This is an optimization exercise on Yosys and OpenROAD, whose aim is small area, a short achievable clock period and few clock cycles, not a production implementation.
The RTL was checked by simulation tests, not by an equivalence proof against the original design.
Power figures rest on the tool's default switching activity, not on a simulated workload.

==> inputs of v39 <==
// miriscv_top
module miriscv_top (
  input  logic        clk_i,
  input  logic        arstn_i,
  input  logic [31:0] boot_addr_i,
  input  logic        instr_rvalid_i,
  input  logic [31:0] instr_rdata_i,
  output logic        instr_req_o,
  output logic [31:0] instr_addr_o,
  input  logic        data_rvalid_i,
  input  logic [31:0] data_rdata_i,
  output logic        data_req_o,
  output logic        data_we_o,
  output logic [3:0]  data_be_o,
  output logic [31:0] data_addr_o,
  output logic [31:0] data_wdata_o
);
  miriscv_core i_core (
    .clk_i          ( clk_i          ),
    .arstn_i        ( arstn_i        ),
    .boot_addr_i    ( boot_addr_i    ),
    .instr_rvalid_i ( instr_rvalid_i ),
    .instr_rdata_i  ( instr_rdata_i  ),
    .instr_req_o    ( instr_req_o    ),
    .instr_addr_o   ( instr_addr_o   ),
    .data_rvalid_i  ( data_rvalid_i  ),
    .data_rdata_i   ( data_rdata_i   ),
    .data_req_o     ( data_req_o     ),
    .data_we_o      ( data_we_o      ),
    .data_be_o      ( data_be_o      ),
    .data_addr_o    ( data_addr_o    ),
    .data_wdata_o   ( data_wdata_o   )
  );
endmodule
clock: 12.5 ns
lec_check: 0
cap_margin: 20
core_margin: 2
core_utilization: 55
cts_buf_list: sky130_fd_sc_hd__clkbuf_8
slew_margin: 20
standard.sh (not shown) runs the stock make flow with config.mk's settings and CLKGATE_MAP_FILE= SYNTH_SCRIPT=/design/flow/synth_recipe.tcl, a recipe that flattens the netlist after the stock synthesis.
==> flow/flow/run.sh <==
#!/bin/bash
# Standard ORFS layout, with repair_timing aiming for a larger setup slack
# than the flow's default, so that gates on the critical paths get sized up.
set -euo pipefail
bash standard.sh SETUP_SLACK_MARGIN=7.5 finish > standard_flow.log 2>&1
==> v5: changes against v39 <==
--- a/flow/design.v
+++ b/flow/design.v
@@ -3,16 +3,18 @@
   input  logic        arstn_i,
   input  logic        start_i,
   input  logic [2:0]  op_i,      
   input  logic [31:0] a_i,
   input  logic [31:0] b_i,
+  output logic        idle_o,
+  output logic        inject_o,
   output logic        done_o,
   output logic [31:0] result_o
 );
   localparam int W = 44;         
   typedef enum logic [2:0] {
-    S_IDLE, S_MUL, S_DCHK, S_DIV, S_DONE
+    S_IDLE, S_MUL, S_DCHK, S_DIV, S_WAIT, S_DONE
   } state_t;
   state_t       state;
   logic [4:0]   cnt;
   logic [2:0]   op;
   logic [32:0]  rb;            
@@ -89,11 +91,12 @@
       state <= S_IDLE;
     else begin
       case (state)
         S_IDLE:  if (start_i) state <= op_i[2] ? S_DCHK : S_MUL;
         S_MUL:   if (cnt[1:0] == 2'd3) state <= S_DONE;
-        S_DCHK:  if (bzero || (rq < rb[31:0])) state <= S_DONE; else state <= S_DIV;
+        S_DCHK:  if (bzero || (rq < rb[31:0])) state <= S_WAIT; else state <= S_DIV;
+        S_WAIT:  state <= S_DONE;
         S_DIV:   if (cnt == 5'd31) state <= S_DONE;
         default: state <= S_IDLE;
       endcase
     end
   end
@@ -103,12 +106,12 @@
         rs    <= {{8{s4[W-1]}}, s4[W-1:8]};
         rc    <= {{8{c4[W-1]}}, c4[W-1:8]};
         cin   <= low[9:8];
         lo_m1 <= ml[7];
       end
-      S_DCHK: begin
-        rs    <= {{(W-32){1'b0}}, (bzero || (rq < rb[31:0])) ? rq : 32'd0};
+      S_WAIT: begin
+        rs    <= {{(W-32){1'b0}}, rq};
         rc    <= '0;
         cin   <= 2'd0;
         lo_m1 <= 1'b0;
       end
       S_DIV: begin
@@ -144,24 +147,25 @@
       end
       S_MUL: begin
         cnt <= cnt + 5'd1;
         rq  <= {low[7:0], ml[31:8]};
       end
-      S_DCHK: begin
-        if (bzero)
-          rq <= '1;
-        else if (rq < rb[31:0])
-          rq <= '0;
+      S_WAIT: begin
+        rq <= bzero ? '1 : '0;
       end
       S_DIV: begin
         cnt <= cnt + 5'd1;
         rq  <= {rq[30:0], ~dif[32]};
       end
       default: ;
     endcase
   end
-  assign done_o = (state == S_DONE);
+  assign idle_o   = (state == S_IDLE);
+  assign inject_o = ((state == S_MUL) & (cnt[1:0] == 2'd3)) |
+                    ((state == S_DIV) & (cnt == 5'd31)) |
+                    (state == S_WAIT);
+  assign done_o   = (state == S_DONE);
   logic [31:0] hc, hi_s, hi_c;
   assign hc   = hi_corr ? rb[31:0] : 32'd0;
   assign hi_s = rs[31:0] ^ rc[31:0] ^ hc;
   assign hi_c = {((rs[30:0] & rc[30:0]) | (rs[30:0] & hc[30:0]) |
                   (rc[30:0] & hc[30:0])), 1'b0};
@@ -204,11 +208,11 @@
   localparam logic [6:0] OPC_STORE  = 7'b0100011;
   localparam logic [6:0] OPC_OPIMM  = 7'b0010011;
   localparam logic [6:0] OPC_OP     = 7'b0110011;
   logic        kill;           
   logic [31:2] kill_pc;        
-  logic        e_stall;        
+  logic        md_inject;      
   logic        d_hold;         
   logic        w_wen;
   logic [4:0]  w_rd;
   logic [31:0] w_data;         
   logic        boot_q;
@@ -335,11 +339,23 @@
   assign hz_rs1 = use_rs1 & ((e_valid & e_ld & e_wen & (e_rd == rs1)) |
                              (m_valid & m_ld & m_wen & (m_rd == rs1)));
   assign hz_rs2 = use_rs2 & ((e_valid & e_ld & e_wen & (e_rd == rs2)) |
                              (m_valid & m_ld & m_wen & (m_rd == rs2)));
   assign load_hazard = hz_rs1 | hz_rs2;
-  assign d_hold = d_valid & (load_hazard | e_stall);
+  logic        md_idle, md_flight, md_wen_q;
+  logic [4:0]  md_rd_q;
+  logic        md_fwen;
+  logic [4:0]  md_frd;
+  logic        md_hazard;
+  assign md_flight = (~md_idle & ~md_inject & ~md_res_ok) | (e_valid & e_md);
+  assign md_fwen   = md_idle ? e_wen : md_wen_q;
+  assign md_frd    = md_idle ? e_rd  : md_rd_q;
+  assign md_hazard = (md_flight & md_fwen &
+                       ((use_rs1 & (rs1 == md_frd)) | (use_rs2 & (rs2 == md_frd)) |
+                        (d_wen & (rd == md_frd)))) |
+                     (is_md & (~md_idle | (e_valid & e_md)));
+  assign d_hold = d_valid & (load_hazard | md_hazard | md_inject);
   logic a_m, a_w, r2_m, r2_w;
   assign a_m  = use_rs1 & e_valid & e_wen & (e_rd == rs1);
   assign a_w  = use_rs1 & m_valid & m_wen & (m_rd == rs1);
   assign r2_m = use_rs2 & e_valid & e_wen & (e_rd == rs2);
   assign r2_w = use_rs2 & m_valid & m_wen & (m_rd == rs2);
@@ -375,28 +391,40 @@
   logic [31:2] e_pc;
   logic        e_a_m, e_a_w, e_b_m, e_b_w, e_c_m, e_c_w;
   always_ff @(posedge clk_i or negedge arstn_i) begin
     if (~arstn_i)
       e_valid <= 1'b0;
-    else if (~e_stall)
+    else if (md_inject)
+      e_valid <= md_wen_q;
+    else
       e_valid <= d_valid & ~d_hold & ~kill;
   end
   always_ff @(posedge clk_i) begin
-    if (~e_stall) begin
+    if (md_inject) begin
+      e_wen  <= md_wen_q;
+      e_rd   <= md_rd_q;
+      e_ld   <= 1'b0;
+      e_st   <= 1'b0;
+      e_jal  <= 1'b0;
+      e_jalr <= 1'b0;
+      e_md   <= 1'b0;
+      e_rsel <= 10'b10_0000_0000;
+      e_bsel <= 6'd0;
+    end else begin
       e_wen  <= d_wen;
       e_rd   <= rd;
       e_ld   <= is_ld;
       e_st   <= is_st;
       e_jal  <= is_jal;
       e_jalr <= is_jalr;
       e_md   <= is_md;
-      e_f3   <= f3;
       e_rsel <= d_rsel;
       e_bsel <= d_bsel;
-      e_sub  <= d_sub;
-      e_sra  <= instr[30];
     end
+    e_f3  <= f3;
+    e_sub <= d_sub;
+    e_sra <= instr[30];
   end
   always_ff @(posedge clk_i) begin
     e_a    <= is_auipc ? {pc_d, 2'b00} : (is_lui ? 32'd0 : rs1_val);
     e_b    <= b_is_rs2 ? rs2_val : imm;
     e_c    <= is_st ? rs2_val : imm;
@@ -439,23 +467,30 @@
   logic [31:2] tgt, link;
   assign tgt  = e_pc + e_c[31:2];
   assign link = e_pc + 30'd1;
   assign kill    = e_valid & (e_jal | e_jalr | br_taken);
   assign kill_pc = e_jalr ? sum[31:2] : tgt;
-  logic        md_done;
+  logic        md_res_ok;
   logic [31:0] md_res;
   miriscv_mdu i_mdu (
     .clk_i    ( clk_i           ),
     .arstn_i  ( arstn_i         ),
     .start_i  ( e_valid & e_md  ),
     .op_i     ( e_f3            ),
     .a_i      ( opa             ),
     .b_i      ( opb             ),
-    .done_o   ( md_done         ),
+    .idle_o   ( md_idle         ),
+    .inject_o ( md_inject       ),
+    .done_o   ( md_res_ok       ),
     .result_o ( md_res          )
   );
-  assign e_stall = e_valid & e_md & ~md_done;
+  always_ff @(posedge clk_i) begin
+    if (md_idle) begin
+      md_wen_q <= e_wen;
+      md_rd_q  <= e_rd;
+    end
+  end
   logic [31:0] e_res;
   assign e_res = ({32{e_rsel[0]}} & sum)
                | ({32{e_rsel[1]}} & shl)
                | ({32{e_rsel[2]}} & {31'd0, slt})
                | ({32{e_rsel[3]}} & {31'd0, sltu})
@@ -491,13 +526,13 @@
     if (~arstn_i) begin
       m_valid <= 1'b0;
       m_req   <= 1'b0;
       m_wen   <= 1'b0;
     end else begin
-      m_valid <= e_valid & ~e_stall;
-      m_req   <= e_valid & ~e_stall & (e_ld | e_st);
-      m_wen   <= e_valid & ~e_stall & e_wen;
+      m_valid <= e_valid & ~e_md;
+      m_req   <= e_valid & (e_ld | e_st);
+      m_wen   <= e_valid & ~e_md & e_wen;
     end
   end
   always_ff @(posedge clk_i) begin
     m_res   <= e_res;
     m_rd    <= e_rd;
==> flow/config.mk (replaced) <==
export PLATFORM = sky130hd
export DESIGN_NAME = miriscv_top
export DESIGN_NICKNAME = miriscv_top
export VERILOG_FILES = /design/flow/design.v
export SDC_FILE = /design/flow/constraint.sdc
export NUM_CORES = 4
export LEC_CHECK = 0
export CAP_MARGIN = 35
export CORE_MARGIN = 2
export CORE_UTILIZATION = 55
export CTS_BUF_LIST = sky130_fd_sc_hd__clkbuf_8
export SLEW_MARGIN = 25
==> v27: changes against v39 <==
--- a/flow/design.v
+++ b/flow/design.v
@@ -3,25 +3,29 @@
   input  logic        arstn_i,
   input  logic        start_i,
   input  logic [2:0]  op_i,      
   input  logic [31:0] a_i,
   input  logic [31:0] b_i,
+  output logic        idle_o,
+  output logic        inject_o,
   output logic        done_o,
   output logic [31:0] result_o
 );
   localparam int W = 44;         
   typedef enum logic [2:0] {
-    S_IDLE, S_MUL, S_DCHK, S_DIV, S_DONE
+    S_IDLE, S_MUL, S_DCHK, S_DIV, S_WAIT, S_DONE
   } state_t;
   state_t       state;
   logic [4:0]   cnt;
   logic [2:0]   op;
   logic [32:0]  rb;            
   logic [31:0]  rq;            
   logic [W-1:0] rs;            
   logic [W-1:0] rc;            
-  logic [1:0]   cin;           
+  logic [7:0]   pend_s;        
+  logic [7:0]   pend_c;
+  logic         pend_n;        
   logic         lo_m1;         
   logic         hi_corr;       
   logic         neg_q, neg_r, bzero;
   logic a_signed, b_signed;
   assign a_signed = (op_i == 3'b001) | (op_i == 3'b010);       
@@ -33,10 +37,14 @@
   assign sb = div_signed & b_i[31];
   logic [32:0]  mc;
   logic [31:0]  ml;
   logic         ml_m1;
   logic [W-1:0] as, ac;
+  logic [9:0]   pb;            
+  logic [1:0]   ci;
+  assign pb    = {2'b00, pend_s} + {2'b00, pend_c} + {3'b000, pend_n, 6'd0};
+  assign ci    = pb[9:8];
   assign mc    = rb;
   assign ml    = rq;
   assign ml_m1 = lo_m1;
   assign as    = rs;
   assign ac    = rc;
@@ -66,19 +74,17 @@
   assign x1 = (booth_pp(bd1, mc) << 2) | {{(W-1){1'b0}}, ng0};
   assign x2 = (booth_pp(bd2, mc) << 4) | {{(W-3){1'b0}}, ng1, 2'b00};
   assign x3 = (booth_pp(bd3, mc) << 6) | {{(W-5){1'b0}}, ng2, 4'b0000};
   logic [W-1:0] s1, c1, s2, c2, s3, c3, s4, c4;
   assign s1 = as ^ ac ^ x0;
-  assign c1 = {((as & ac) | (as & x0) | (ac & x0)), cin[0]};
+  assign c1 = {((as & ac) | (as & x0) | (ac & x0)), ci[0]};
   assign s2 = x1 ^ x2 ^ x3;
-  assign c2 = {((x1 & x2) | (x1 & x3) | (x2 & x3)), cin[1]};
+  assign c2 = {((x1 & x2) | (x1 & x3) | (x2 & x3)), ci[1]};
   assign s3 = s1 ^ c1 ^ s2;
-  assign c3 = {((s1 & c1) | (s1 & s2) | (c1 & s2)), cin[1]};
+  assign c3 = {((s1 & c1) | (s1 & s2) | (c1 & s2)), ci[1]};
   assign s4 = s3 ^ c3 ^ c2;
   assign c4 = {((s3 & c3) | (s3 & c2) | (c3 & c2)), 1'b0};
-  logic [9:0] low;
-  assign low = {2'b00, s4[7:0]} + {2'b00, c4[7:0]} + {3'b000, ng3, 6'd0};
   logic [32:0] rsh;
   logic [32:0] dif;
   assign rsh = {rs[31:0], rq[31]};
   assign dif = rsh - {1'b0, rb[31:0]};
   logic [31:0] a_abs, b_abs;
@@ -89,41 +95,58 @@
       state <= S_IDLE;
     else begin
       case (state)
         S_IDLE:  if (start_i) state <= op_i[2] ? S_DCHK : S_MUL;
         S_MUL:   if (cnt[1:0] == 2'd3) state <= S_DONE;
-        S_DCHK:  if (bzero || (rq < rb[31:0])) state <= S_DONE; else state <= S_DIV;
+        S_DCHK:  if (bzero || (rq < rb[31:0])) state <= S_WAIT; else state <= S_DIV;
+        S_WAIT:  state <= S_DONE;
         S_DIV:   if (cnt == 5'd31) state <= S_DONE;
         default: state <= S_IDLE;
       endcase
     end
   end
   always_ff @(posedge clk_i) begin
     case (state)
       S_MUL: begin
-        rs    <= {{8{s4[W-1]}}, s4[W-1:8]};
-        rc    <= {{8{c4[W-1]}}, c4[W-1:8]};
-        cin   <= low[9:8];
-        lo_m1 <= ml[7];
-      end
-      S_DCHK: begin
-        rs    <= {{(W-32){1'b0}}, (bzero || (rq < rb[31:0])) ? rq : 32'd0};
-        rc    <= '0;
-        cin   <= 2'd0;
-        lo_m1 <= 1'b0;
+        rs     <= {{8{s4[W-1]}}, s4[W-1:8]};
+        rc     <= {{8{c4[W-1]}}, c4[W-1:8]};
+        pend_s <= s4[7:0];
+        pend_c <= c4[7:0];
+        pend_n <= ng3;
+        lo_m1  <= ml[7];
+      end
+      S_WAIT: begin
+        rs     <= {{(W-32){1'b0}}, rq};
+        rc     <= '0;
+        pend_s <= '0;
+        pend_c <= '0;
+        pend_n <= 1'b0;
+        lo_m1  <= 1'b0;
       end
       S_DIV: begin
-        rs    <= {{(W-32){1'b0}}, dif[32] ? rsh[31:0] : dif[31:0]};
-        rc    <= '0;
-        cin   <= 2'd0;
-        lo_m1 <= 1'b0;
+        rs     <= {{(W-32){1'b0}}, dif[32] ? rsh[31:0] : dif[31:0]};
+        rc     <= '0;
+        pend_s <= '0;
+        pend_c <= '0;
+        pend_n <= 1'b0;
+        lo_m1  <= 1'b0;
+      end
+      S_DONE: begin
+        rs     <= '0;
+        rc     <= '0;
+        pend_s <= '0;
+        pend_c <= '0;
+        pend_n <= 1'b0;
+        lo_m1  <= 1'b0;
       end
       default: begin
-        rs    <= '0;
-        rc    <= '0;
-        cin   <= 2'd0;
-        lo_m1 <= 1'b0;
+        rs     <= '0;
+        rc     <= '0;
+        pend_s <= '0;
+        pend_c <= '0;
+        pend_n <= 1'b0;
+        lo_m1  <= 1'b0;
       end
     endcase
   end
   always_ff @(posedge clk_i) begin
     case (state)
@@ -142,44 +165,46 @@
           rq <= b_i;
         end
       end
       S_MUL: begin
         cnt <= cnt + 5'd1;
-        rq  <= {low[7:0], ml[31:8]};
+        rq  <= {pb[7:0], ml[31:8]};
       end
-      S_DCHK: begin
-        if (bzero)
-          rq <= '1;
-        else if (rq < rb[31:0])
-          rq <= '0;
+      S_WAIT: begin
+        rq <= bzero ? '1 : '0;
       end
       S_DIV: begin
         cnt <= cnt + 5'd1;
         rq  <= {rq[30:0], ~dif[32]};
       end
       default: ;
     endcase
   end
-  assign done_o = (state == S_DONE);
-  logic [31:0] hc, hi_s, hi_c;
-  assign hc   = hi_corr ? rb[31:0] : 32'd0;
-  assign hi_s = rs[31:0] ^ rc[31:0] ^ hc;
-  assign hi_c = {((rs[30:0] & rc[30:0]) | (rs[30:0] & hc[30:0]) |
-                  (rc[30:0] & hc[30:0])), 1'b0};
+  assign idle_o   = (state == S_IDLE);
+  assign inject_o = ((state == S_MUL) & (cnt[1:0] == 2'd3)) |
+                    ((state == S_DIV) & (cnt == 5'd31)) |
+                    (state == S_WAIT);
+  assign done_o   = (state == S_DONE);
+  logic [39:0] hx, hy, hz, hi_s, hi_c;
+  assign hx   = {rs[31:0], pend_s};
+  assign hy   = {rc[31:0], pend_c};
+  assign hz   = {(hi_corr ? rb[31:0] : 32'd0), 1'b0, pend_n, 6'd0};
+  assign hi_s = hx ^ hy ^ hz;
+  assign hi_c = {((hx[38:0] & hy[38:0]) | (hx[38:0] & hz[38:0]) | (hy[38:0] & hz[38:0])), 1'b0};
   logic        is_rem, neg;
   logic [31:0] dval;
-  logic [31:0] add_x, add_y;
-  logic [1:0]  add_ci;
+  logic [39:0] add_x, add_y;
+  logic        add_ci;
   assign is_rem = op[1];
   assign neg    = is_rem ? neg_r : neg_q;
   assign dval   = is_rem ? rs[31:0] : rq;
-  assign add_x  = op[2] ? (dval ^ {32{neg}}) : hi_s;
-  assign add_y  = op[2] ? 32'd0 : hi_c;
-  assign add_ci = op[2] ? {1'b0, neg} : cin;
-  logic [31:0] sum;
-  assign sum = add_x + add_y + {30'd0, add_ci};
-  assign result_o = (op == 3'b000) ? rq : sum;
+  assign add_x  = op[2] ? {dval ^ {32{neg}}, 8'hff} : hi_s;
+  assign add_y  = op[2] ? 40'd0 : hi_c;
+  assign add_ci = op[2] & neg;
+  logic [39:0] sum;
+  assign sum = add_x + add_y + {39'd0, add_ci};
+  assign result_o = (op == 3'b000) ? {pb[7:0], rq[31:8]} : sum[39:8];
 endmodule
 module miriscv_core (
   input  logic        clk_i,
   input  logic        arstn_i,
   input  logic [31:0] boot_addr_i,
@@ -204,11 +229,11 @@
   localparam logic [6:0] OPC_STORE  = 7'b0100011;
   localparam logic [6:0] OPC_OPIMM  = 7'b0010011;
   localparam logic [6:0] OPC_OP     = 7'b0110011;
   logic        kill;           
   logic [31:2] kill_pc;        
-  logic        e_stall;        
+  logic        md_inject;      
   logic        d_hold;         
   logic        w_wen;
   logic [4:0]  w_rd;
   logic [31:0] w_data;         
   logic        boot_q;
@@ -335,11 +360,23 @@
   assign hz_rs1 = use_rs1 & ((e_valid & e_ld & e_wen & (e_rd == rs1)) |
                              (m_valid & m_ld & m_wen & (m_rd == rs1)));
   assign hz_rs2 = use_rs2 & ((e_valid & e_ld & e_wen & (e_rd == rs2)) |
                              (m_valid & m_ld & m_wen & (m_rd == rs2)));
   assign load_hazard = hz_rs1 | hz_rs2;
-  assign d_hold = d_valid & (load_hazard | e_stall);
+  logic        md_idle, md_flight, md_wen_q;
+  logic [4:0]  md_rd_q;
+  logic        md_fwen;
+  logic [4:0]  md_frd;
+  logic        md_hazard;
+  assign md_flight = (~md_idle & ~md_inject & ~md_res_ok) | (e_valid & e_md);
+  assign md_fwen   = md_idle ? e_wen : md_wen_q;
+  assign md_frd    = md_idle ? e_rd  : md_rd_q;
+  assign md_hazard = (md_flight & md_fwen &
+                       ((use_rs1 & (rs1 == md_frd)) | (use_rs2 & (rs2 == md_frd)) |
+                        (d_wen & (rd == md_frd)))) |
+                     (is_md & (~md_idle | (e_valid & e_md)));
+  assign d_hold = d_valid & (load_hazard | md_hazard | md_inject);
   logic a_m, a_w, r2_m, r2_w;
   assign a_m  = use_rs1 & e_valid & e_wen & (e_rd == rs1);
   assign a_w  = use_rs1 & m_valid & m_wen & (m_rd == rs1);
   assign r2_m = use_rs2 & e_valid & e_wen & (e_rd == rs2);
   assign r2_w = use_rs2 & m_valid & m_wen & (m_rd == rs2);
@@ -375,28 +412,40 @@
   logic [31:2] e_pc;
   logic        e_a_m, e_a_w, e_b_m, e_b_w, e_c_m, e_c_w;
   always_ff @(posedge clk_i or negedge arstn_i) begin
     if (~arstn_i)
       e_valid <= 1'b0;
-    else if (~e_stall)
+    else if (md_inject)
+      e_valid <= md_wen_q;
+    else
       e_valid <= d_valid & ~d_hold & ~kill;
   end
   always_ff @(posedge clk_i) begin
-    if (~e_stall) begin
+    if (md_inject) begin
+      e_wen  <= md_wen_q;
+      e_rd   <= md_rd_q;
+      e_ld   <= 1'b0;
+      e_st   <= 1'b0;
+      e_jal  <= 1'b0;
+      e_jalr <= 1'b0;
+      e_md   <= 1'b0;
+      e_rsel <= 10'b10_0000_0000;
+      e_bsel <= 6'd0;
+    end else begin
       e_wen  <= d_wen;
       e_rd   <= rd;
       e_ld   <= is_ld;
       e_st   <= is_st;
       e_jal  <= is_jal;
       e_jalr <= is_jalr;
       e_md   <= is_md;
-      e_f3   <= f3;
       e_rsel <= d_rsel;
       e_bsel <= d_bsel;
-      e_sub  <= d_sub;
-      e_sra  <= instr[30];
     end
+    e_f3  <= f3;
+    e_sub <= d_sub;
+    e_sra <= instr[30];
   end
   always_ff @(posedge clk_i) begin
     e_a    <= is_auipc ? {pc_d, 2'b00} : (is_lui ? 32'd0 : rs1_val);
     e_b    <= b_is_rs2 ? rs2_val : imm;
     e_c    <= is_st ? rs2_val : imm;
@@ -439,23 +488,30 @@
   logic [31:2] tgt, link;
   assign tgt  = e_pc + e_c[31:2];
   assign link = e_pc + 30'd1;
   assign kill    = e_valid & (e_jal | e_jalr | br_taken);
   assign kill_pc = e_jalr ? sum[31:2] : tgt;
-  logic        md_done;
+  logic        md_res_ok;
   logic [31:0] md_res;
   miriscv_mdu i_mdu (
     .clk_i    ( clk_i           ),
     .arstn_i  ( arstn_i         ),
     .start_i  ( e_valid & e_md  ),
     .op_i     ( e_f3            ),
     .a_i      ( opa             ),
     .b_i      ( opb             ),
-    .done_o   ( md_done         ),
+    .idle_o   ( md_idle         ),
+    .inject_o ( md_inject       ),
+    .done_o   ( md_res_ok       ),
     .result_o ( md_res          )
   );
-  assign e_stall = e_valid & e_md & ~md_done;
+  always_ff @(posedge clk_i) begin
+    if (md_idle) begin
+      md_wen_q <= e_wen;
+      md_rd_q  <= e_rd;
+    end
+  end
   logic [31:0] e_res;
   assign e_res = ({32{e_rsel[0]}} & sum)
                | ({32{e_rsel[1]}} & shl)
                | ({32{e_rsel[2]}} & {31'd0, slt})
                | ({32{e_rsel[3]}} & {31'd0, sltu})
@@ -491,13 +547,13 @@
     if (~arstn_i) begin
       m_valid <= 1'b0;
       m_req   <= 1'b0;
       m_wen   <= 1'b0;
     end else begin
-      m_valid <= e_valid & ~e_stall;
-      m_req   <= e_valid & ~e_stall & (e_ld | e_st);
-      m_wen   <= e_valid & ~e_stall & e_wen;
+      m_valid <= e_valid & ~e_md;
+      m_req   <= e_valid & (e_ld | e_st);
+      m_wen   <= e_valid & ~e_md & e_wen;
     end
   end
   always_ff @(posedge clk_i) begin
     m_res   <= e_res;
     m_rd    <= e_rd;
==> flow/flow/run.sh (replaced) <==
#!/bin/bash
# Standard ORFS layout, with two changes in how it is made:
#  - repair_timing aims for a larger setup slack than the flow's default, so
#    that gates on the critical paths get sized up and buffered;
#  - the port buffers that the standard flow inserts are buf_2 cells.
set -euo pipefail
bash standard.sh SETUP_SLACK_MARGIN=8.1 "BUFFER_PORTS_ARGS=-buffer_cell sky130_fd_sc_hd__buf_2" finish > standard_flow.log 2>&1
==> run summary <==
Run status: v39 timing/DRC/antenna clean; v27 timing/DRC/antenna clean; v5 timing/DRC/antenna clean
Power attributed to sequential cells: v39 6660 uW; v27 7950 uW; v5 6800 uW
Number of buffers created by CTS: v39 277; v27 278; v5 278
Proportion of power drawn by combinational gates: v39 49.6%; v27 50.9%; v5 47.9%
Met1 Use GR: v39 61.5%; v27 63.0%; v5 61.7%
Number of buffers and inverters on the critical path: v39 3; v27 2; v5 2
Detailed-route wire length: v39 443 mm; v27 467 mm; v5 443 mm
Critical-path top delay cell: v39 sky130_fd_sc_hd__dfxtp_1; v27 sky130_fd_sc_hd__and3_4; v5 sky130_fd_sc_hd__buf_4
HP Start: v39 i_core.m_f3[0]; v27 i_core.m_f3[1]; v5 i_core.m_f3[2]
Number of nets in the layout: v39 9,133; v27 9,502; v5 9,305
Number of vias after detailed routing: v39 83,000; v27 86,700; v5 83,300
Worst-case hold slack: v39 0.329 ns; v27 0.328 ns; v5 0.317 ns
Internal Dissipation: v39 13,000 uW; v27 14,100 uW; v5 12,400 uW
Endpoint of the most critical register-to-register path: v39 i_core.pc_f[3]; v27 i_core.pc_f[31]; v5 i_core.i_mdu.rq[31]
Tapcells inserted: v39 2,160; v27 2,189; v5 2,175
Fraction of synthesized cell area taken by the top area cell type: v39 38.0%; v27 36.2%; v5 36.6%
Area added between synthesis and finish: v39 14.3%; v27 15.1%; v5 13.8%
Mean instance size in the synthesized netlist: v39 10.6 sq um; v27 10.5 sq um; v5 10.6 sq um
GR met3 Demand/Resource: v39 22.5%; v27 23.4%; v5 22.7%
Critical path startpoint: v39 i_core.w_res[10]; v27 instr_rdata_i[19]; v5 instr_rdata_i[21]
Count of standard-cell rows: v39 147; v27 149; v5 148
Non-clock buffer instance count of the final layout: v39 560; v27 702; v5 620
Reported leakage power: v39 0.0383 uW; v27 0.0400 uW; v5 0.0389 uW
Worst max-slew margin expressed relative to the limit: v39 23.6%; v27 14.4%; v5 26.7%
1st-pass router iterations: v39 14; v27 22; v5 12
Critical Path AT: v39 6.01 ns; v27 5.79 ns; v5 6.13 ns
Testbench counts of v39, summed over its fixed seeds: cycles 139,333.
Testbench counts of v5, summed over its fixed seeds: cycles 129,705.
Testbench counts of v27, summed over its fixed seeds: cycles 129,705.

port drivers added, routing unchanged:
Ports are ideal in the flow. The routed layouts listed here were re-timed in OpenROAD. Step 1 sets driving cells, clkbuf_16 on the clock port and buf_2 on the other inputs (assumed; they add their load-dependent delay and slew). Step 2 moves the port delays by t, midway between the first and last clock arrival at a register: inputs arrive t later, outputs are due t later. That takes back most of the time a late clock gives input paths. a / b / c = ideal / step 1 / step 2; a / b = the first two.
run | shift t [ns] | slack for setup (ns) | hold slack, ns
v39 | 1.107 | 7.206 / 7.206 / 6.320 | 0.329 / 0.329 / 0.329
v5 | 1.093 | 7.293 / 7.358 / 6.265 | 0.317 / 0.317 / 0.317
v27 | 1.122 | 7.664 / 7.734 / 6.612 | 0.328 / 0.328 / 0.328
After both steps setup and hold are still met in every run listed. The setup slack of v27, which loses most, moves by +0.070 ns with the drivers and by -1.052 ns with both steps.
